This design comes from an exercise in tuning for small area and a short achievable clock period on the open sky130 flow, not from production work.
At most, simulation tests tie the RTL to the original design; equivalence was not proved.
No functional check of the RTL was part of runs 1 and 2.

==> flow/design.v, too long to show whole: its modules and the start of the top module <==
// module control: 263 lines
// module ao21: 3 lines
// module line_buffer: 29 lines
// module cnn: 3151 lines
// module fa: 4 lines
// module ha: 4 lines
// module bpp: 3 lines
// module bppi: 3 lines
// module bp1: 3 lines
// module bp1i: 3 lines
// module bias_relu: 22 lines
// module vgg: 121 lines
module vgg #(
    parameter data_bit = 9,
    parameter pixel_bit = 36,
    parameter ker_bias_bit = 16,
    parameter matrix_num = 9,
    parameter parallelism = 8,
    parameter img_w = 32,
    parameter img_h = 32
) (
    input clk,reset,
    input start,
    input [data_bit-1:0] data_in,
    input signed [ker_bias_bit*matrix_num*parallelism-1:0] kernel,
    input signed [ker_bias_bit*parallelism-1:0] bias,
    input signed [pixel_bit*parallelism-1:0] pixel_read,
    output [3:0]  state,
    output [3:0]  next_state,
    output        mode,
    output        input_en,
    output [15:0] input_addr,
    output [5:0]  input_offset,
    output        read_en,
    output [15:0] read_addr,
    output        write_en,
    output [15:0] write_addr,
    output [7:0]  kernel_addr,
    output [5:0]  bias_addr,
    output        write_l1_picture_en,
    output [7:0]  write_picture_counter,
    output [15:0] write_picture_total_counter,
    output        finish,
    output signed [pixel_bit*parallelism-1:0] pixel_write
);
  // ...
==> flow/flow/run.sh <==
#!/bin/bash
# Layout flow: the standard.sh (standard synthesis unchanged, then the
# ORFS flow) with two changes in how the layout is optimised:
#  - before global placement every cell is put at its smallest drive
#    strength (flow/downsize.tcl); repair_design / repair_timing size up
#    what slew, capacitance and timing need;
#  - repair_timing aims for SETUP_SLACK_MARGIN ns of extra setup slack, so
#    the achieved period is optimised, not only the 25 ns target.
# The clock, I/O delays and loads are the design's (constraint.sdc as given).
set -euo pipefail
MARGIN=${MARGIN:-14}
HERE=$(pwd)
bash standard.sh SETUP_SLACK_MARGIN=$MARGIN PRE_GLOBAL_PLACE_TCL=$HERE/flow/downsize.tcl finish > flow_make.log 2>&1
==> flow/flow/downsize.tcl <==
# Put every standard cell at the smallest drive strength of its function
# (same cell name up to the _N drive suffix); the resizer's repair_design and
# repair_timing later size up what the timing and slew need.
set db [ord::get_db]
set block [[$db getChip] getBlock]
set n 0
set area_before 0.0
set area_after 0.0
array set best {}
foreach inst [$block getInsts] {
  set m [$inst getMaster]
  set name [$m getName]
  if {![regexp {^(sky130_fd_sc_hd__[a-z0-9]+)_([0-9]+)$} $name -> base drv]} { continue }
  if {[string match "*dfxtp*" $base] || [string match "*dfrtp*" $base] || [string match "*conb*" $base] || [string match "*tap*" $base] || [string match "*fill*" $base] || [string match "*decap*" $base]} { continue }
  if {![info exists best($base)]} {
    set bm ""
    set ba 1e9
    foreach d {0 1 2 4} {
      set cand [$db findMaster ${base}_$d]
      if {$cand == "NULL" || $cand == ""} { continue }
      set a [expr {[$cand getWidth] * [$cand getHeight]}]
      if {$a < $ba} { set ba $a; set bm $cand }
    }
    set best($base) $bm
  }
  set bm $best($base)
  if {$bm != "" && [$bm getName] != $name} {
    $inst swapMaster $bm
    incr n
  }
}
puts "downsize: swapped $n instances to their smallest drive"
==> flow/standard.sh <==
#!/bin/bash
# synth_recipe.tcl (not shown) runs the flow's synth.tcl, then flattens the netlist and writes it again
# the make line also repeats each setting of config.mk as NAME=value (left out here)
make -C /OpenROAD-flow-scripts/flow DESIGN_CONFIG=/design/flow/config.mk WORK_HOME=/design/flow/orfs CLKGATE_MAP_FILE= SYNTH_SCRIPT=/design/flow/synth_recipe.tcl "${@:-finish}"
==> flow/config.mk <==
export PLATFORM = sky130hd
export DESIGN_NAME = vgg
export DESIGN_NICKNAME = vgg
export VERILOG_FILES = /design/flow/design.v
export SDC_FILE = /design/flow/constraint.sdc
export NUM_CORES = 8
export LEC_CHECK = 0
export CAP_MARGIN = 20
export CORE_MARGIN = 2
export CORE_UTILIZATION = 40
export SLEW_MARGIN = 20
export SYNTH_HIERARCHICAL = 1
==> flow/constraint.sdc <==
create_clock -name core_clock -period 25.0 [get_ports {clk}]
set_input_delay 5.0000 -clock core_clock [delete_from_list [all_inputs] [get_ports {clk}]]
set_output_delay 5.0000 -clock core_clock [all_outputs]
set_load 0.01 [all_outputs]
==> impl_metrics.env, run 1 <==
export IMPL_outcome="complete, no violations"
export IMPL_floorplan_die_height_microns=866.3
export IMPL_gp_congestion=1.049
export IMPL_mostFrequentLayoutCells="sky130_fd_sc_hd__fa_1, sky130_fd_sc_hd__xnor2_1, sky130_fd_sc_hd__a22oi_1, sky130_fd_sc_hd__clkdlybuf4s50_1, sky130_fd_sc_hd__nand2_1"
export IMPL_clock_path_buffers=4
export IMPL_wirelength_met1_mm=564.6
export IMPL_synthesis_yosys_warnings=10
export IMPL_cp_data_required_time_ps=20000
export IMPL_numPlacedInstances=36200
export IMPL_largestRegisters="line_buffer.chain (639), lane.bias_relu.acc (576)"
export IMPL_die_w_microns=866.3
export IMPL_largest_register="line_buffer.chain"
export IMPL_ctsResizeCount=12
export IMPL_detailroute_via_count=242500
export IMPL_path_cells="ha_1 > and2_0 > nand2_1 > o2111ai_1 > o21ai_0 > o221ai_1 > a21oi_1 > buf_4 > o2111ai_1 > o2111ai_4 > buf_4 > nor2_1 > clkdlybuf4s50_1"
export IMPL_multi_input_area_share_pct=77.08
export IMPL_antennaDiodeCount=432
export IMPL_syn_inst=24400
export IMPL_finish_net_count=34770
export IMPL_cts_root_buf="sky130_fd_sc_hd__clkbuf_16"
export IMPL_worst_r2r_cell_count=31
export IMPL_detail_route_wl_per_cell_microns=44.86
export IMPL_worst_skew_pair_late_latency_ps=1130
export IMPL_design_portCount=1974
==> module line_buffer, before the edit <==
module line_buffer #(
    parameter line_buffer_size = 226,
    parameter buffer_bit = 9
) (
    input clk,reset,
    input [buffer_bit-1:0] data_in,
    output reg [buffer_bit*9-1:0] matrix
);
    localparam chain_len = 2*line_buffer_size+3;
    reg [buffer_bit*chain_len-1:0] chain;
    reg [6:0] fill;
    always @(posedge clk or posedge reset) begin
        if (reset) fill <= 7'd0;
        else if (fill != chain_len) fill <= fill + 7'd1;
    end
    always @(posedge clk) begin
        chain <= {data_in, chain[buffer_bit*chain_len-1:buffer_bit]};
    end
    genvar t;
    generate
        for (t = 0; t < 9; t = t + 1) begin : win
            localparam integer k = (t/3)*line_buffer_size + t%3;
            always @(*) begin
                matrix[t*buffer_bit +: buffer_bit] =
                    (fill >= chain_len-k) ? chain[k*buffer_bit +: buffer_bit] : {buffer_bit{1'b0}};
            end
        end
    endgenerate
endmodule
==> run 2, diff against run 1 <==
--- a/flow/design.v
+++ b/flow/design.v
@@ -276,4 +276,5 @@
     reg [buffer_bit*chain_len-1:0] chain;
     reg [6:0] fill;
+    reg [8:0] valid;
     always @(posedge clk or posedge reset) begin
         if (reset) fill <= 7'd0;
@@ -287,7 +288,11 @@
         for (t = 0; t < 9; t = t + 1) begin : win
             localparam integer k = (t/3)*line_buffer_size + t%3;
+            always @(posedge clk or posedge reset) begin
+                if (reset) valid[t] <= 1'b0;
+                else valid[t] <= (fill >= chain_len-k-1);
+            end
             always @(*) begin
                 matrix[t*buffer_bit +: buffer_bit] =
-                    (fill >= chain_len-k) ? chain[k*buffer_bit +: buffer_bit] : {buffer_bit{1'b0}};
+                    chain[k*buffer_bit +: buffer_bit] & {buffer_bit{valid[t]}};
             end
         end
==> flow/flow/run.sh (replaced) <==
#!/bin/bash
# Layout flow: the standard.sh (standard synthesis unchanged, then the
# ORFS flow) with these changes in how the layout is optimised:
#  - before global placement every cell is put at its smallest drive
#    strength (flow/downsize.tcl); repair_design / repair_timing size up
#    what slew, capacitance and timing need;
#  - every port still gets a buffer, but a plain buf_1 instead of a
#    clkdlybuf4s50_1 delay cell (sized up by the repair steps as needed);
#  - repair_timing aims for SETUP_SLACK_MARGIN ns of extra setup slack, so
#    the achieved period is optimised, not only the 25 ns target.
# The clock, I/O delays and loads are the design's (constraint.sdc as given).
set -euo pipefail
MARGIN=${MARGIN:-14}
HERE=$(pwd)
bash standard.sh SETUP_SLACK_MARGIN=$MARGIN PRE_GLOBAL_PLACE_TCL=$HERE/flow/downsize.tcl \
  "BUFFER_PORTS_ARGS=-buffer_cell sky130_fd_sc_hd__buf_1" finish > flow_make.log 2>&1
==> impl_metrics.env, run 2 <==
export IMPL_outcome="complete, no violations"
export IMPL_core_area_sq_um=740900
export IMPL_detail_route_drc_violations=0
export IMPL_worst_ep_arrival_time_ps=5910
export IMPL_setup_repair_after_global_routing_missed_its_margin="true"
export IMPL_initial_drt_markers=40860
export IMPL_syn_area_sq_um=297500
export IMPL_max_cap_violations=0
export IMPL_fin_cells=37160
export IMPL_rrSetupSlack_ps=14250
export IMPL_tritoncts="yes"
export IMPL_cts_hold_buf=0
export IMPL_global_route_usage_over_all_layers_pct=41.65
export IMPL_maxSlewHeadroom_pct=8.664
export IMPL_cts_root_buf="sky130_fd_sc_hd__clkbuf_16"
export IMPL_setup_tns_ps=0
export IMPL_syn_inst=24400
export IMPL_layout_area_seq_sq_um=27340
export IMPL_cts_clk_slew_worst_paths_ps=70
export IMPL_die_w_microns=866.5
export IMPL_post_drt_via_cell_ratio=6.485
export IMPL_timing_critical_path_fanout_max=19
export IMPL_tritoncts_num_sinks=1335
export IMPL_critical_path_endpoint_type="output port"
export IMPL_grt_max_degree=102
export IMPL_hold_viol_final=0
export IMPL_detailroute_via_count=241000
export IMPL_regToRegEndpoint="lane[1].bias_relu.acc[47]"
export IMPL_num_fill_cells=72730
export IMPL_drt_pass1_iterations=13
export IMPL_grt_ovfl_total=0
export IMPL_largestRegisters="line_buffer.chain (639), lane.bias_relu.acc (576)"
export IMPL_hold_path_startpoint="line_buffer.chain[137]"
export IMPL_largest_register="line_buffer.chain"
export IMPL_design_portCount=1974
export IMPL_largest_reg_flops=639
export IMPL_layout_drive_gt1_share_pct=4.379
export IMPL_dp_slack_ps=13920
export IMPL_timing_final_crit_period_ps=10910
export IMPL_mostFrequentLayoutCells="sky130_fd_sc_hd__fa_1, sky130_fd_sc_hd__xnor2_1, sky130_fd_sc_hd__a22oi_1, sky130_fd_sc_hd__buf_1, sky130_fd_sc_hd__nand2_1"
export IMPL_numPlacedInstances=36320
export IMPL_min_path_cells=0
export IMPL_die_area_sq_um=750800
export IMPL_r2r_start="line_buffer.chain[316]"
export IMPL_synthesis_yosys_warnings=10
export IMPL_most_frequent_standard_cell_in_the_layout_excluding_fill_and_tap_cells="sky130_fd_sc_hd__fa_1"
export IMPL_path_class="flip-flop to output port"
export IMPL_place_port_buffers=1973
export IMPL_worst_skew_pair_late_latency_ps=1050
export IMPL_detail_route_wl_per_cell_microns=43.17
export IMPL_clock_path_buffers=4
export IMPL_row_count=316
export IMPL_gp_congestion=1.035
export IMPL_worst_r2r_cell_count=27
export IMPL_floorplan_die_height_microns=866.5
export IMPL_final_setup_fails=0
export IMPL_multi_input_area_sq_um=242900
export IMPL_cts_max_level=4
export IMPL_fin_crit_sh_pct=43.66
export IMPL_syn2layout_area_growth_pct=2.145
export IMPL_drtAntennaViolNets=0
export IMPL_post_route_worst_setup_slack_ps=14090
export IMPL_worst_setup_path_start_kind="flip-flop"
export IMPL_holdPathEnd="line_buffer.chain[128]"
export IMPL_worst_slew_pin_transition_ps=1370
export IMPL_clock_buffer_count_from_cts=174
export IMPL_fmax_ghz=0.09162
export IMPL_drt_wl_total_mm=1604
export IMPL_grt_first_pass_wirelength_mm=2141
export IMPL_cp_data_required_time_ps=20000
export IMPL_antenna_found_initial=695
export IMPL_clock_skew_ps=137.2
export IMPL_synth_area_per_cell_sq_um=12.20
export IMPL_start_util_pct=40.16
export IMPL_slew_violations=0
export IMPL_finish_net_count=34890
export IMPL_grt_pass1_vias=248300
export IMPL_timing_hold_worst_class="flip-flop to flip-flop"
export IMPL_detailed_placer_s_ending_hpwl_mm=1260
==> run 2: timing repair <==
action	4_1_cts	5_1_grt
gates resized for setup	2	7
buffers inserted	4	1
pin swaps	1	2
setup endpoints to repair	19	31
cloned	2	2
==> run 2: through the flow <==
stage | area, sq um | hold slack (ps) | utilization [%]
2_1_floorplan | 303400 | 309.6 | -
3_3_place_gp | 296500 | 310.4 | 40.01
3_5_place_dp | 296600 | 312.1 | 40.02
4_1_cts | 302500 | 238.4 | 40.83
5_1_grt | 303500 | 251.6 | 40.96
6_report | 303900 | 260.5 | 41.02
==> run 2: critical path, cell delays in order (launching register included) <==
cell and delay [ps]:
sky130_fd_sc_hd__dfxtp_1 350, sky130_fd_sc_hd__ha_1 400, sky130_fd_sc_hd__a21oi_1 430, sky130_fd_sc_hd__nor2_1 90, sky130_fd_sc_hd__a211oi_2 680, sky130_fd_sc_hd__o21ai_1 590, sky130_fd_sc_hd__a21oi_2 470, sky130_fd_sc_hd__or3_1 210
sky130_fd_sc_hd__o2111ai_4 290, sky130_fd_sc_hd__buf_4 350, sky130_fd_sc_hd__nor2_1 600, sky130_fd_sc_hd__buf_1 350
==> run 2: worst max path at each step <==
stage	startpoint	to	slack (ps)
5_1_grt	line_buffer.valid[0]	lane[5].bias_relu.acc[51]	13990
3_3_place_gp	line_buffer.valid[5]	lane[5].bias_relu.acc[51]	13810
6_report	lane[6].bias_relu.acc[8]	pixel_write[231]	14090
2_1_floorplan	line_buffer.valid[5]	lane[4].bias_relu.acc[20]	6670
3_5_place_dp	line_buffer.valid[5]	lane[7].bias_relu.acc[51]	13920
4_1_cts	line_buffer.valid[4]	lane[5].bias_relu.acc[51]	14020
==> run 2: routing by layer <==
metal,global-route usage [%],vias to the layer above,part of all wire [%]
met5,0.1905,-,0.15
met4,32.84,290,9.6
met3,19.58,5132,16
met2,54.86,23760,39
met1,51.83,123200,36
li1,-,88640,-
==> run 2: cell type report <==
class / instances / area share (%)
clock inverter: 94 / 0.3380
inverter: 205 / 0.3133
sequential: 1335 / 8.994
multi-input combinational: 22250 / 79.91
antenna: 517 / 0.4257
timing repair buffer: 2681 / 4.347
tap: 9858 / 4.058
clock buffer: 221 / 1.614
==> module bias_relu, before the edit <==
module bias_relu #(
    parameter pixel_bit = 36,
    parameter nrows = 2
) (
    input clk,
    input valid_q,
    input last_q,
    input [nrows*pixel_bit-1:0] rows,
    output [pixel_bit-1:0] pixel_write
);
    reg [nrows*pixel_bit-1:0] acc;
    always @(posedge clk) begin
        acc <= rows;
    end
    reg [pixel_bit-1:0] sum;
    integer r;
    always @(*) begin
        sum = {pixel_bit{1'b0}};
        for (r = 0; r < nrows; r = r + 1) sum = sum + acc[r*pixel_bit +: pixel_bit];
    end
    assign pixel_write = (valid_q & ~(last_q & sum[pixel_bit-1])) ? sum : {pixel_bit{1'b0}};
endmodule
==> module vgg, before the edit <==
module vgg #(
    parameter data_bit = 9,
    parameter pixel_bit = 36,
    parameter ker_bias_bit = 16,
    parameter matrix_num = 9,
    parameter parallelism = 8,
    parameter img_w = 32,
    parameter img_h = 32
) (
    input clk,reset,
    input start,
    input [data_bit-1:0] data_in,
    input signed [ker_bias_bit*matrix_num*parallelism-1:0] kernel,
    input signed [ker_bias_bit*parallelism-1:0] bias,
    input signed [pixel_bit*parallelism-1:0] pixel_read,
    output [3:0]  state,
    output [3:0]  next_state,
    output        mode,
    output        input_en,
    output [15:0] input_addr,
    output [5:0]  input_offset,
    output        read_en,
    output [15:0] read_addr,
    output        write_en,
    output [15:0] write_addr,
    output [7:0]  kernel_addr,
    output [5:0]  bias_addr,
    output        write_l1_picture_en,
    output [7:0]  write_picture_counter,
    output [15:0] write_picture_total_counter,
    output        finish,
    output signed [pixel_bit*parallelism-1:0] pixel_write
);
    localparam rows = 2;
    wire [data_bit*matrix_num-1:0] matrix;
    control #(.img_w(img_w), .img_h(img_h)) control
    (
        .clk(clk),.reset(reset),
        .start(start),
        .state(state),
        .next_state(next_state),
        .mode(mode),
        .input_en(input_en),
        .input_addr(input_addr),
        .input_offset(input_offset),
        .read_en(read_en),
        .read_addr(read_addr),
        .write_en(write_en),
        .write_addr(write_addr),
        .kernel_addr(kernel_addr),
        .bias_addr(bias_addr),
        .write_l1_picture_en(write_l1_picture_en),
        .write_picture_counter(write_picture_counter),
        .write_picture_total_counter(write_picture_total_counter),
        .finish(finish)
    );
    line_buffer #(.line_buffer_size(img_w+2)) line_buffer
    (
        .clk(clk),.reset(reset),
        .data_in(data_in),
        .matrix(matrix)
    );
    wire offnz = (input_offset != 6'd0);
    wire last  = mode ? (input_offset == 6'd63) : (input_offset == 6'd2);
    reg  last_q, valid_q;
    always @(posedge clk or posedge reset) begin
        if (reset) begin
            last_q <= 1'b0;
            valid_q <= 1'b0;
        end
        else begin
            last_q <= last;
            valid_q <= 1'b1;
        end
    end
    wire [134:0] bs;
    genvar t, j, i;
    generate
        for (t = 0; t < matrix_num; t = t + 1) begin : rec
            wire [8:0] w = matrix[t*data_bit +: data_bit];
            wire [10:0] x = {w[8], w, 1'b0};    
            for (j = 0; j < 5; j = j + 1) begin : dig
                wire b0 = x[2*j], b1 = x[2*j+1], b2 = x[2*j+2];
                assign bs[t*15 + j*3 + 0] = b1 ^ b0;
                assign bs[t*15 + j*3 + 1] = (b2 & ~b1 & ~b0) | (~b2 & b1 & b0);
                assign bs[t*15 + j*3 + 2] = b2 & ~(b1 & b0);
            end
        end
    endgenerate
    reg [11:0] negsum;
    integer tt, jj;
    always @(*) begin
        negsum = 12'd0;
        for (tt = 0; tt < matrix_num; tt = tt + 1)
            for (jj = 0; jj < 5; jj = jj + 1)
                negsum = negsum + ({11'd0, bs[tt*15 + jj*3 + 2]} << (2*jj));
    end
    generate
        for (i = 0; i < parallelism; i = i + 1) begin : lane
            wire [rows*pixel_bit-1:0] r;
            cnn cnn
            (
                .bs(bs),
                .kernel(kernel[i*ker_bias_bit*matrix_num +: ker_bias_bit*matrix_num]),
                .bias(bias[i*ker_bias_bit +: ker_bias_bit]),
                .pixel_read(pixel_read[i*pixel_bit +: pixel_bit]),
                .offnz(offnz), .last(last),
                .negsum(negsum),
                .rows(r)
            );
            bias_relu #(.nrows(rows)) bias_relu
            (
                .clk(clk),
                .valid_q(valid_q),
                .last_q(last_q),
                .rows(r),
                .pixel_write(pixel_write[i*pixel_bit +: pixel_bit])
            );
        end
    endgenerate
endmodule
==> run 3, diff against run 2 <==
--- a/flow/design.v
+++ b/flow/design.v
@@ -271,5 +271,6 @@
     input clk,reset,
     input [buffer_bit-1:0] data_in,
-    output reg [buffer_bit*9-1:0] matrix
+    output reg [buffer_bit*9-1:0] matrix,
+    output reg [buffer_bit*9-1:0] matrix_next    
 );
     localparam chain_len = 2*line_buffer_size+3;
@@ -288,11 +289,15 @@
         for (t = 0; t < 9; t = t + 1) begin : win
             localparam integer k = (t/3)*line_buffer_size + t%3;
+            wire valid_next = (fill >= chain_len-k-1);
             always @(posedge clk or posedge reset) begin
                 if (reset) valid[t] <= 1'b0;
-                else valid[t] <= (fill >= chain_len-k-1);
+                else valid[t] <= valid_next;
             end
             always @(*) begin
                 matrix[t*buffer_bit +: buffer_bit] =
                     chain[k*buffer_bit +: buffer_bit] & {buffer_bit{valid[t]}};
+                matrix_next[t*buffer_bit +: buffer_bit] =
+                    ((k == chain_len-1) ? data_in : chain[(k+1)*buffer_bit +: buffer_bit])
+                    & {buffer_bit{valid_next}};
             end
         end
@@ -3480,16 +3485,254 @@
     output [pixel_bit-1:0] pixel_write
 );
-    reg [nrows*pixel_bit-1:0] acc;
+    reg [2*pixel_bit-1:0] acc;
     always @(posedge clk) begin
         acc <= rows;
     end
-    reg [pixel_bit-1:0] sum;
-    integer r;
-    always @(*) begin
-        sum = {pixel_bit{1'b0}};
-        for (r = 0; r < nrows; r = r + 1) sum = sum + acc[r*pixel_bit +: pixel_bit];
-    end
+    wire g0, p0;
+    ha h0 (.a(acc[0]), .b(acc[36]), .s(p0), .co(g0));
+    wire g1, p1;
+    ha h1 (.a(acc[1]), .b(acc[37]), .s(p1), .co(g1));
+    wire g2, p2;
+    ha h2 (.a(acc[2]), .b(acc[38]), .s(p2), .co(g2));
+    wire g3, p3;
+    ha h3 (.a(acc[3]), .b(acc[39]), .s(p3), .co(g3));
+    wire g4, p4;
+    ha h4 (.a(acc[4]), .b(acc[40]), .s(p4), .co(g4));
+    wire g5, p5;
+    ha h5 (.a(acc[5]), .b(acc[41]), .s(p5), .co(g5));
+    wire g6, p6;
+    ha h6 (.a(acc[6]), .b(acc[42]), .s(p6), .co(g6));
+    wire g7, p7;
+    ha h7 (.a(acc[7]), .b(acc[43]), .s(p7), .co(g7));
+    wire g8, p8;
+    ha h8 (.a(acc[8]), .b(acc[44]), .s(p8), .co(g8));
+    wire g9, p9;
+    ha h9 (.a(acc[9]), .b(acc[45]), .s(p9), .co(g9));
+    wire g10, p10;
+    ha h10 (.a(acc[10]), .b(acc[46]), .s(p10), .co(g10));
+    wire g11, p11;
+    ha h11 (.a(acc[11]), .b(acc[47]), .s(p11), .co(g11));
+    wire g12, p12;
+    ha h12 (.a(acc[12]), .b(acc[48]), .s(p12), .co(g12));
+    wire g13, p13;
+    ha h13 (.a(acc[13]), .b(acc[49]), .s(p13), .co(g13));
+    wire g14, p14;
+    ha h14 (.a(acc[14]), .b(acc[50]), .s(p14), .co(g14));
+    wire g15, p15;
+    ha h15 (.a(acc[15]), .b(acc[51]), .s(p15), .co(g15));
+    wire g16, p16;
+    ha h16 (.a(acc[16]), .b(acc[52]), .s(p16), .co(g16));
+    wire g17, p17;
+    ha h17 (.a(acc[17]), .b(acc[53]), .s(p17), .co(g17));
+    wire g18, p18;
+    ha h18 (.a(acc[18]), .b(acc[54]), .s(p18), .co(g18));
+    wire g19, p19;
+    ha h19 (.a(acc[19]), .b(acc[55]), .s(p19), .co(g19));
+    wire g20, p20;
+    ha h20 (.a(acc[20]), .b(acc[56]), .s(p20), .co(g20));
+    wire g21, p21;
+    ha h21 (.a(acc[21]), .b(acc[57]), .s(p21), .co(g21));
+    wire g22, p22;
+    ha h22 (.a(acc[22]), .b(acc[58]), .s(p22), .co(g22));
+    wire g23, p23;
+    ha h23 (.a(acc[23]), .b(acc[59]), .s(p23), .co(g23));
+    wire g24, p24;
+    ha h24 (.a(acc[24]), .b(acc[60]), .s(p24), .co(g24));
+    wire g25, p25;
+    ha h25 (.a(acc[25]), .b(acc[61]), .s(p25), .co(g25));
+    wire g26, p26;
+    ha h26 (.a(acc[26]), .b(acc[62]), .s(p26), .co(g26));
+    wire g27, p27;
+    ha h27 (.a(acc[27]), .b(acc[63]), .s(p27), .co(g27));
+    wire g28, p28;
+    ha h28 (.a(acc[28]), .b(acc[64]), .s(p28), .co(g28));
+    wire g29, p29;
+    ha h29 (.a(acc[29]), .b(acc[65]), .s(p29), .co(g29));
+    wire g30, p30;
+    ha h30 (.a(acc[30]), .b(acc[66]), .s(p30), .co(g30));
+    wire g31, p31;
+    ha h31 (.a(acc[31]), .b(acc[67]), .s(p31), .co(g31));
+    wire g32, p32;
+    ha h32 (.a(acc[32]), .b(acc[68]), .s(p32), .co(g32));
+    wire g33, p33;
+    ha h33 (.a(acc[33]), .b(acc[69]), .s(p33), .co(g33));
+    wire g34, p34;
+    ha h34 (.a(acc[34]), .b(acc[70]), .s(p34), .co(g34));
+    wire g35, p35;
+    ha h35 (.a(acc[35]), .b(acc[71]), .s(p35), .co(g35));
+    wire G1;
+    gc c1 (.gh(g1), .ph(p1), .gl(g0), .g(G1));
+    wire G2, P2;
+    pgc c2 (.gh(g3), .ph(p3), .gl(g2), .pl(p2), .g(G2), .p(P2));
+    wire G3, P3;
+    pgc c3 (.gh(g5), .ph(p5), .gl(g4), .pl(p4), .g(G3), .p(P3));
+    wire G4, P4;
+    pgc c4 (.gh(g7), .ph(p7), .gl(g6), .pl(p6), .g(G4), .p(P4));
+    wire G5, P5;
+    pgc c5 (.gh(g9), .ph(p9), .gl(g8), .pl(p8), .g(G5), .p(P5));
+    wire G6, P6;
+    pgc c6 (.gh(g11), .ph(p11), .gl(g10), .pl(p10), .g(G6), .p(P6));
+    wire G7, P7;
+    pgc c7 (.gh(g13), .ph(p13), .gl(g12), .pl(p12), .g(G7), .p(P7));
+    wire G8, P8;
+    pgc c8 (.gh(g15), .ph(p15), .gl(g14), .pl(p14), .g(G8), .p(P8));
+    wire G9, P9;
+    pgc c9 (.gh(g17), .ph(p17), .gl(g16), .pl(p16), .g(G9), .p(P9));
+    wire G10, P10;
+    pgc c10 (.gh(g19), .ph(p19), .gl(g18), .pl(p18), .g(G10), .p(P10));
+    wire G11, P11;
+    pgc c11 (.gh(g21), .ph(p21), .gl(g20), .pl(p20), .g(G11), .p(P11));
+    wire G12, P12;
+    pgc c12 (.gh(g23), .ph(p23), .gl(g22), .pl(p22), .g(G12), .p(P12));
+    wire G13, P13;
+    pgc c13 (.gh(g25), .ph(p25), .gl(g24), .pl(p24), .g(G13), .p(P13));
+    wire G14, P14;
+    pgc c14 (.gh(g27), .ph(p27), .gl(g26), .pl(p26), .g(G14), .p(P14));
+    wire G15, P15;
+    pgc c15 (.gh(g29), .ph(p29), .gl(g28), .pl(p28), .g(G15), .p(P15));
+    wire G16, P16;
+    pgc c16 (.gh(g31), .ph(p31), .gl(g30), .pl(p30), .g(G16), .p(P16));
+    wire G17, P17;
+    pgc c17 (.gh(g33), .ph(p33), .gl(g32), .pl(p32), .g(G17), .p(P17));
+    wire G18, P18;
+    pgc c18 (.gh(g35), .ph(p35), .gl(g34), .pl(p34), .g(G18), .p(P18));
+    wire G19;
+    gc c19 (.gh(G2), .ph(P2), .gl(G1), .g(G19));
+    wire G20, P20;
+    pgc c20 (.gh(G4), .ph(P4), .gl(G3), .pl(P3), .g(G20), .p(P20));
+    wire G21, P21;
+    pgc c21 (.gh(G6), .ph(P6), .gl(G5), .pl(P5), .g(G21), .p(P21));
+    wire G22, P22;
+    pgc c22 (.gh(G8), .ph(P8), .gl(G7), .pl(P7), .g(G22), .p(P22));
+    wire G23, P23;
+    pgc c23 (.gh(G10), .ph(P10), .gl(G9), .pl(P9), .g(G23), .p(P23));
+    wire G24, P24;
+    pgc c24 (.gh(G12), .ph(P12), .gl(G11), .pl(P11), .g(G24), .p(P24));
+    wire G25, P25;
+    pgc c25 (.gh(G14), .ph(P14), .gl(G13), .pl(P13), .g(G25), .p(P25));
+    wire G26, P26;
+    pgc c26 (.gh(G16), .ph(P16), .gl(G15), .pl(P15), .g(G26), .p(P26));
+    wire G27, P27;
+    pgc c27 (.gh(G18), .ph(P18), .gl(G17), .pl(P17), .g(G27), .p(P27));
+    wire G28;
+    gc c28 (.gh(G20), .ph(P20), .gl(G19), .g(G28));
+    wire G29, P29;
+    pgc c29 (.gh(G22), .ph(P22), .gl(G21), .pl(P21), .g(G29), .p(P29));
+    wire G30, P30;
+    pgc c30 (.gh(G24), .ph(P24), .gl(G23), .pl(P23), .g(G30), .p(P30));
+    wire G31, P31;
+    pgc c31 (.gh(G26), .ph(P26), .gl(G25), .pl(P25), .g(G31), .p(P31));
+    wire G32;
+    gc c32 (.gh(G29), .ph(P29), .gl(G28), .g(G32));
+    wire G33, P33;
+    pgc c33 (.gh(G31), .ph(P31), .gl(G30), .pl(P30), .g(G33), .p(P33));
+    wire G34;
+    gc c34 (.gh(G33), .ph(P33), .gl(G32), .g(G34));
+    wire G35;
+    gc c35 (.gh(G30), .ph(P30), .gl(G32), .g(G35));
+    wire G36;
+    gc c36 (.gh(G21), .ph(P21), .gl(G28), .g(G36));
+    wire G37;
+    gc c37 (.gh(G23), .ph(P23), .gl(G32), .g(G37));
+    wire G38;
+    gc c38 (.gh(G25), .ph(P25), .gl(G35), .g(G38));
+    wire G39;
+    gc c39 (.gh(G27), .ph(P27), .gl(G34), .g(G39));
+    wire G40;
+    gc c40 (.gh(G3), .ph(P3), .gl(G19), .g(G40));
+    wire G41;
+    gc c41 (.gh(G5), .ph(P5), .gl(G28), .g(G41));
+    wire G42;
+    gc c42 (.gh(G7), .ph(P7), .gl(G36), .g(G42));
+    wire G43;
+    gc c43 (.gh(G9), .ph(P9), .gl(G32), .g(G43));
+    wire G44;
+    gc c44 (.gh(G11), .ph(P11), .gl(G37), .g(G44));
+    wire G45;
+    gc c45 (.gh(G13), .ph(P13), .gl(G35), .g(G45));
+    wire G46;
+    gc c46 (.gh(G15), .ph(P15), .gl(G38), .g(G46));
+    wire G47;
+    gc c47 (.gh(G17), .ph(P17), .gl(G34), .g(G47));
+    wire G48;
+    gc c48 (.gh(g2), .ph(p2), .gl(G1), .g(G48));
+    wire G49;
+    gc c49 (.gh(g4), .ph(p4), .gl(G19), .g(G49));
+    wire G50;
+    gc c50 (.gh(g6), .ph(p6), .gl(G40), .g(G50));
+    wire G51;
+    gc c51 (.gh(g8), .ph(p8), .gl(G28), .g(G51));
+    wire G52;
+    gc c52 (.gh(g10), .ph(p10), .gl(G41), .g(G52));
+    wire G53;
+    gc c53 (.gh(g12), .ph(p12), .gl(G36), .g(G53));
+    wire G54;
+    gc c54 (.gh(g14), .ph(p14), .gl(G42), .g(G54));
+    wire G55;
+    gc c55 (.gh(g16), .ph(p16), .gl(G32), .g(G55));
+    wire G56;
+    gc c56 (.gh(g18), .ph(p18), .gl(G43), .g(G56));
+    wire G57;
+    gc c57 (.gh(g20), .ph(p20), .gl(G37), .g(G57));
+    wire G58;
+    gc c58 (.gh(g22), .ph(p22), .gl(G44), .g(G58));
+    wire G59;
+    gc c59 (.gh(g24), .ph(p24), .gl(G35), .g(G59));
+    wire G60;
+    gc c60 (.gh(g26), .ph(p26), .gl(G45), .g(G60));
+    wire G61;
+    gc c61 (.gh(g28), .ph(p28), .gl(G38), .g(G61));
+    wire G62;
+    gc c62 (.gh(g30), .ph(p30), .gl(G46), .g(G62));
+    wire G63;
+    gc c63 (.gh(g32), .ph(p32), .gl(G34), .g(G63));
+    wire G64;
+    gc c64 (.gh(g34), .ph(p34), .gl(G47), .g(G64));
+    wire [35:0] sum;
+    assign sum[0] = p0;
+    assign sum[1] = p1 ^ g0;
+    assign sum[2] = p2 ^ G1;
+    assign sum[3] = p3 ^ G48;
+    assign sum[4] = p4 ^ G19;
+    assign sum[5] = p5 ^ G49;
+    assign sum[6] = p6 ^ G40;
+    assign sum[7] = p7 ^ G50;
+    assign sum[8] = p8 ^ G28;
+    assign sum[9] = p9 ^ G51;
+    assign sum[10] = p10 ^ G41;
+    assign sum[11] = p11 ^ G52;
+    assign sum[12] = p12 ^ G36;
+    assign sum[13] = p13 ^ G53;
+    assign sum[14] = p14 ^ G42;
+    assign sum[15] = p15 ^ G54;
+    assign sum[16] = p16 ^ G32;
+    assign sum[17] = p17 ^ G55;
+    assign sum[18] = p18 ^ G43;
+    assign sum[19] = p19 ^ G56;
+    assign sum[20] = p20 ^ G37;
+    assign sum[21] = p21 ^ G57;
+    assign sum[22] = p22 ^ G44;
+    assign sum[23] = p23 ^ G58;
+    assign sum[24] = p24 ^ G35;
+    assign sum[25] = p25 ^ G59;
+    assign sum[26] = p26 ^ G45;
+    assign sum[27] = p27 ^ G60;
+    assign sum[28] = p28 ^ G38;
+    assign sum[29] = p29 ^ G61;
+    assign sum[30] = p30 ^ G46;
+    assign sum[31] = p31 ^ G62;
+    assign sum[32] = p32 ^ G34;
+    assign sum[33] = p33 ^ G63;
+    assign sum[34] = p34 ^ G47;
+    assign sum[35] = p35 ^ G64;
     assign pixel_write = (valid_q & ~(last_q & sum[pixel_bit-1])) ? sum : {pixel_bit{1'b0}};
 endmodule
+module pgc (input gh, ph, gl, pl, output g, p);
+    assign g = gh | (ph & gl);
+    assign p = ph & pl;
+endmodule
+module gc (input gh, ph, gl, output g);
+    assign g = gh | (ph & gl);
+endmodule
 module vgg #(
     parameter data_bit = 9,
@@ -3526,5 +3769,5 @@
 );
     localparam rows = 2;
-    wire [data_bit*matrix_num-1:0] matrix;
+    wire [data_bit*matrix_num-1:0] matrix, matrix_next;
     control #(.img_w(img_w), .img_h(img_h)) control
     (
@@ -3552,5 +3795,6 @@
         .clk(clk),.reset(reset),
         .data_in(data_in),
-        .matrix(matrix)
+        .matrix(matrix),
+        .matrix_next(matrix_next)
     );
     wire offnz = (input_offset != 6'd0);
@@ -3581,11 +3825,19 @@
         end
     endgenerate
-    reg [11:0] negsum;
+    reg [11:0] negsum, negsum_next;
     integer tt, jj;
+    reg [10:0] xn;
     always @(*) begin
-        negsum = 12'd0;
-        for (tt = 0; tt < matrix_num; tt = tt + 1)
+        negsum_next = 12'd0;
+        for (tt = 0; tt < matrix_num; tt = tt + 1) begin
+            xn = {matrix_next[tt*data_bit+8], matrix_next[tt*data_bit +: data_bit], 1'b0};
             for (jj = 0; jj < 5; jj = jj + 1)
-                negsum = negsum + ({11'd0, bs[tt*15 + jj*3 + 2]} << (2*jj));
+                negsum_next = negsum_next +
+                    ({11'd0, xn[2*jj+2] & ~(xn[2*jj+1] & xn[2*jj])} << (2*jj));
+        end
+    end
+    always @(posedge clk or posedge reset) begin
+        if (reset) negsum <= 12'd0;
+        else negsum <= negsum_next;
     end
     generate
--- a/flow/config.mk
+++ b/flow/config.mk
@@ -8,5 +8,7 @@
 export CAP_MARGIN = 20
 export CORE_MARGIN = 2
-export CORE_UTILIZATION = 40
+export CORE_UTILIZATION = 50
+export CTS_BUF_LIST = sky130_fd_sc_hd__clkbuf_8
+export CTS_CLUSTER_SIZE = 20
 export SLEW_MARGIN = 20
 export SYNTH_HIERARCHICAL = 1
==> impl_metrics.env, run 3 <==
export IMPL_timing_hold_worst_class="flip-flop to flip-flop"
export IMPL_cp_data_required_time_ps=20000
export IMPL_syn_area_sq_um=294500
export IMPL_num_fill_cells=54050
export IMPL_worst_r2r_cell_count=17
export IMPL_final_setup_fails=0
export IMPL_numPlacedInstances=33330
export IMPL_die_area_sq_um=595100
export IMPL_cts_hold_buf=0
export IMPL_clock_skew_ps=162.4
export IMPL_cts_root_buf="sky130_fd_sc_hd__clkbuf_8"
export IMPL_synth_area_per_cell_sq_um=12.47
export IMPL_postLayoutCellArea_sq_um=297800
export IMPL_place_port_buffers=1973
export IMPL_grt_max_degree=113
export IMPL_slew_violations=17
export IMPL_fin_cells=34260
export IMPL_initial_drt_markers=38070
export IMPL_hold_viol_final=0
export IMPL_worst_slew_pin_transition_ps=1533
export IMPL_largestRegisters="line_buffer.chain (639), lane.bias_relu.acc (576)"
export IMPL_drt_wl_total_mm=1494
export IMPL_worst_ep_arrival_time_ps=5940
export IMPL_worst_skew_pair_late_latency_ps=1290
export IMPL_cts_max_level=5
export IMPL_clock_path_buffers=4
export IMPL_die_w_microns=771.4
export IMPL_gp_congestion=1.049
export IMPL_timing_critical_path_fanout_max=36
export IMPL_antenna_found_initial=639
export IMPL_tritoncts="yes"
export IMPL_start_util_pct=50.24
export IMPL_most_frequent_standard_cell_in_the_layout_excluding_fill_and_tap_cells="sky130_fd_sc_hd__fa_1"
export IMPL_clock_buffer_count_from_cts=263
export IMPL_drt_pass1_iterations=9
export IMPL_core_area_sq_um=586100
export IMPL_layout_drive_gt1_share_pct=4.466
export IMPL_failed_layout_checks="max-slew violations"
export IMPL_placedInstanceArea_sq_um=290900
export IMPL_detailed_placer_s_ending_hpwl_mm=1152
export IMPL_setup_repair_after_global_routing_missed_its_margin="false"
export IMPL_timing_final_crit_period_ps=10940
export IMPL_mostFrequentLayoutCells="sky130_fd_sc_hd__fa_1, sky130_fd_sc_hd__xnor2_1, sky130_fd_sc_hd__a22oi_1, sky130_fd_sc_hd__buf_1, sky130_fd_sc_hd__nand2_1"
export IMPL_grt_ovfl_total=0
export IMPL_floorplan_die_height_microns=771.4
export IMPL_setup_tns_ps=0
export IMPL_syn_inst=23610
export IMPL_synthesis_yosys_warnings=10
export IMPL_critical_path_endpoint_type="output port"
export IMPL_grt_first_pass_wirelength_mm=2011
export IMPL_path_class="flip-flop to output port"
export IMPL_max_cap_violations=0
export IMPL_largest_register="line_buffer.chain"
export IMPL_timing_hold_ws_ps=249.3
export IMPL_grt_pass1_vias=241600
export IMPL_tritoncts_num_sinks=1347
export IMPL_finish_net_count=34060
export IMPL_worst_setup_path_start_kind="flip-flop"
export IMPL_detailroute_via_count=234300
export IMPL_cts_clk_slew_worst_paths_ps=60
export IMPL_fmax_ghz=0.09138
export IMPL_post_drt_via_cell_ratio=6.839
export IMPL_fin_crit_sh_pct=43.77
export IMPL_largest_reg_flops=639
export IMPL_maxSlewHeadroom_pct=-2.193
export IMPL_row_count=281
export IMPL_syn2layout_area_growth_pct=1.139
export IMPL_outcome="complete, but fails checks"
export IMPL_detail_route_wl_per_cell_microns=43.60
export IMPL_drtAntennaViolNets=0
export IMPL_min_path_cells=0
export IMPL_detail_route_drc_violations=0
export IMPL_design_portCount=1974
export IMPL_global_route_usage_over_all_layers_pct=49.40
-- run 3: path summary, 6_finish.rpt --
check / slack [ps] / start / endpoint
min in group asynchronous: 4180 / reset / control.write_picture_counter[7]
max reg2reg: 15470 / line_buffer.valid[4] / lane[0].bias_relu.acc[51]
max in group asynchronous: 19570 / reset / control.write_picture_total_counter[12]
min: 250 / line_buffer.chain[587] / line_buffer.chain[578]
max: 14060 / lane[6].bias_relu.acc[38] / pixel_write[250]
min reg2reg: 250 / line_buffer.chain[587] / line_buffer.chain[578]
-- run 3: area by class of cell --
class	instances	area [sq um]	share of cell area [%]
repair buffers	2555	12250	4.112
clock buffers	316	4349	1.460
flip-flops and latches	1347	27680	9.294
inverters	92	415.4	0.1395
multi-input cells	21560	240900	80.90
clock inverters	148	1314	0.4411
well taps	7782	9737	3.269
diodes	459	1149	0.3857
-- run 3: through the flow --
| step | utilization, % | setup slack, ps |
|---|---|---|
| 5_1_grt | 50.74 | 14060 |
| 3_5_place_dp | 49.63 | 14110 |
| 3_3_place_gp | 49.60 | 14140 |
| 4_1_cts | 50.59 | 14140 |
| 2_1_floorplan | - | 6661 |
| 6_report | 50.82 | 14060 |
-- run 3: critical path, stage by stage (launching register included) --
cell and delay [ps]:
sky130_fd_sc_hd__dfxtp_1 310, sky130_fd_sc_hd__ha_1 330, sky130_fd_sc_hd__and2_0 160, sky130_fd_sc_hd__a21o_1 200, sky130_fd_sc_hd__a21o_1 250, sky130_fd_sc_hd__a21o_1 540
sky130_fd_sc_hd__a21o_1 630, sky130_fd_sc_hd__a21o_1 240, sky130_fd_sc_hd__a21o_1 210, sky130_fd_sc_hd__xor2_4 80, sky130_fd_sc_hd__buf_4 290, sky130_fd_sc_hd__a211oi_1 1020
sky130_fd_sc_hd__buf_1 440
-- run 3: what timing repair did --
action,CTS,global route
setup endpoints to repair,0,1
gates resized for setup,0,1
setup buffers,0,0
-- run 3: routing by layer --
layer	global-route usage (%)	wire, microns
met4	41.33	154900
met2	67.95	603300
met3	22.78	228400
met5	0.8769	2943
met1	58.43	504000
==> run 4, diff against run 3 <==
--- a/flow/flow/run.sh
+++ b/flow/flow/run.sh
@@ -11,5 +11,5 @@
 # The clock, I/O delays and loads are the design's (constraint.sdc as given).
 set -euo pipefail
-MARGIN=${MARGIN:-14}
+MARGIN=${MARGIN:-14.7}
 HERE=$(pwd)
 bash standard.sh SETUP_SLACK_MARGIN=$MARGIN PRE_GLOBAL_PLACE_TCL=$HERE/flow/downsize.tcl \
--- a/flow/config.mk
+++ b/flow/config.mk
@@ -8,7 +8,5 @@
 export CAP_MARGIN = 20
 export CORE_MARGIN = 2
-export CORE_UTILIZATION = 50
-export CTS_BUF_LIST = sky130_fd_sc_hd__clkbuf_8
-export CTS_CLUSTER_SIZE = 20
+export CORE_UTILIZATION = 40
 export SLEW_MARGIN = 20
 export SYNTH_HIERARCHICAL = 1
==> impl_metrics.env, run 4 <==
export IMPL_grt_first_pass_wirelength_mm=2039
export IMPL_setup_tns_ps=0
export IMPL_hold_path_startpoint="line_buffer.chain[213]"
export IMPL_slowest_cell_on_the_critical_path="sky130_fd_sc_hd__a21o_1"
export IMPL_timing_final_crit_period_ps=10410
export IMPL_syn2layout_area_growth_pct=2.331
export IMPL_final_setup_fails=0
export IMPL_max_cap_violations=0
export IMPL_largestRegisters="line_buffer.chain (639), lane.bias_relu.acc (576)"
export IMPL_place_port_buffers=1973
export IMPL_drtAntennaViolNets=0
export IMPL_clock_skew_ps=95.42
export IMPL_post_drt_via_cell_ratio=6.434
export IMPL_cts_clk_slew_worst_paths_ps=60
export IMPL_tritoncts_num_sinks=1347
export IMPL_syn_area_sq_um=294500
export IMPL_layout_drive_gt1_share_pct=4.373
export IMPL_largest_register="line_buffer.chain"
export IMPL_gp_congestion=1.063
export IMPL_drt_pass1_iterations=10
export IMPL_tritoncts="yes"
export IMPL_synthesis_yosys_warnings=10
export IMPL_hold_viol_final=0
export IMPL_outcome="complete, no violations"
export IMPL_start_util_pct=40.08
export IMPL_slew_violations=0
export IMPL_fin_crit_sh_pct=41.64
export IMPL_setup_repair_after_global_routing_missed_its_margin="true"
export IMPL_path_cells="buf_1 > a21o_1 > buf_2"
export IMPL_floorplan_die_height_microns=862.0
export IMPL_grt_max_degree=97
export IMPL_fin_util_pct=41.02
export IMPL_detail_route_drc_violations=0
export IMPL_grt_pass1_vias=242300
export IMPL_syn_inst=23610
export IMPL_crit_path_start="start"
export IMPL_die_area_sq_um=743100
export IMPL_worst_ep_arrival_time_ps=5410
export IMPL_detail_route_wl_per_cell_microns=41.79
export IMPL_detailroute_via_count=232900
export IMPL_clock_path_buffers=4
export IMPL_cp_num_buf_inv=2
export IMPL_maxSlewHeadroom_pct=12.27
export IMPL_cp_data_required_time_ps=20000
export IMPL_grt_ovfl_total=0
export IMPL_worst_skew_pair_late_latency_ps=1010
export IMPL_antenna_found_initial=559
export IMPL_finish_net_count=34060
export IMPL_path_class="primary input to output port"
export IMPL_timing_hold_worst_class="flip-flop to flip-flop"
export IMPL_num_fill_cells=71680
export IMPL_fmax_ghz=0.09606
export IMPL_r2r_start="line_buffer.valid[4]"
export IMPL_design_portCount=1974
export IMPL_cts_max_level=4
export IMPL_detailed_placer_s_ending_hpwl_mm=1191
export IMPL_timing_critical_path_fanout_max=2
export IMPL_largest_reg_flops=639
export IMPL_mostFrequentLayoutCells="sky130_fd_sc_hd__fa_1, sky130_fd_sc_hd__xnor2_1, sky130_fd_sc_hd__a22oi_1, sky130_fd_sc_hd__buf_1, sky130_fd_sc_hd__nand2_1"
export IMPL_most_frequent_standard_cell_in_the_layout_excluding_fill_and_tap_cells="sky130_fd_sc_hd__fa_1"
export IMPL_initial_drt_markers=39100
export IMPL_synth_area_per_cell_sq_um=12.47
export IMPL_die_w_microns=862.0
export IMPL_drt_wl_total_mm=1513
export IMPL_cts_root_buf="sky130_fd_sc_hd__clkbuf_16"
export IMPL_critical_path_max_stage_delay_ps=180
export IMPL_clock_buffer_count_from_cts=170
export IMPL_worst_setup_path_start_kind="primary input"
export IMPL_core_area_sq_um=734700
export IMPL_worst_slew_pin_transition_ps=1316
export IMPL_critical_path_endpoint_type="output port"
export IMPL_timing_critical_path_max_delay_family="buffers and inverters"
export IMPL_global_route_usage_over_all_layers_pct=39.79
export IMPL_row_count=315
run 4: stage by stage:
stage | hold slack (ps) | cells | instance area, sq um | worst slack, ps
finish | 247.1 | 36210 | 301300 | 14590
global route | 239.4 | 36100 | 301100 | 14580
CTS | 234.6 | 35780 | 300100 | 14600
detailed placement | 312.1 | 35460 | 294200 | 14040
global placement | 309.5 | 35460 | 294000 | 14080
floorplan | 309.6 | 23720 | 301100 | 6661
run 4: layout make-up:
class | count | area, sq um | share of cell area, %
inverter | 92 | 410.4 | 0.1362
clock inverter | 97 | 1237 | 0.4106
multi-input combinational | 21560 | 240900 | 79.95
tap | 9827 | 12300 | 4.080
sequential | 1347 | 27680 | 9.185
antenna | 425 | 1064 | 0.3529
clock buffer | 213 | 4678 | 1.552
timing repair buffer | 2645 | 13050 | 4.329
run 4: repair_timing:
action,4_1_cts,5_1_grt
resized for setup,7,1
hold buffers,0,0
setup buffers,1,0
pin swaps,0,1
setup endpoints to repair,7,4
run 4: final timing paths:
| path | cells after the start | endpoint | slack, ps |
|---|---|---|---|
| worst max-delay path | 3 | next_state[0] | 14590 |
| worst min-delay path | 0 | line_buffer.chain[204] | 250 |
| worst max register to register | 16 | lane[3].bias_relu.acc[51] | 15520 |
| worst min register to register | 0 | line_buffer.chain[204] | 250 |
| max in group asynchronous | 4 | control.write_picture_total_counter[4] | 19600 |
| min in group asynchronous | 3 | control.input_addr[1] | 4340 |
run 4: worst reg2reg max path: stages (launching register included):
cell and delay, ps:
sky130_fd_sc_hd__dfrtp_1 480, sky130_fd_sc_hd__and2_4 900, sky130_fd_sc_hd__nor2b_4 1160, sky130_fd_sc_hd__buf_4 880
sky130_fd_sc_hd__buf_4 790, sky130_fd_sc_hd__a22oi_1 290, sky130_fd_sc_hd__xnor2_1 200, sky130_fd_sc_hd__fa_1 440
sky130_fd_sc_hd__fa_1 430, sky130_fd_sc_hd__fa_1 480, sky130_fd_sc_hd__fa_1 460, sky130_fd_sc_hd__fa_1 500
sky130_fd_sc_hd__fa_1 510, sky130_fd_sc_hd__fa_1 440, sky130_fd_sc_hd__fa_1 470, sky130_fd_sc_hd__fa_1 460
sky130_fd_sc_hd__fa_1 470
run 4: per-layer routing:
layer  GRT usage, %  vias to the layer above  part of all wire [%]
li1               -                    85700                     -
met1          47.45                   118900                    34
met2          55.00                    22500                    40
met3          17.09                     5605                    15
met4          33.62                      216                    11
met5         0.2753                        -                 0.092

[afterwards: timing with drivers on the ports]
The results above use ideal ports. As a check the final layouts listed here were re-extracted and re-timed, cells and wires unchanged. Step 1 sets driving cells, clkbuf_16 on the clock port and buf_2 on the other inputs (assumed; they add their load-dependent delay and slew). Step 2 also shifts input and output timing later by t, the mid clock arrival at the registers, as if the neighbouring blocks saw the same clock. Slacks: no drivers / after step 1 / after step 2; pairs: no drivers / after step 1.
run	shift t [ns]	slack for setup (ns)	slew at the worst register clock pin (ns)
run 1	1.171	14.022 / 13.883 / 13.392	0.10 / 0.10
run 2	1.110	14.086 / 13.956 / 13.693	0.08 / 0.08
run 3	1.349	14.056 / 13.907 / 13.919	0.09 / 0.09
run 4	1.113	14.589 / 14.569 / 13.848	0.11 / 0.11
For run 4, which loses most, drivers alone change the setup slack by -0.020 ns; drivers and shift together by -0.741 ns.
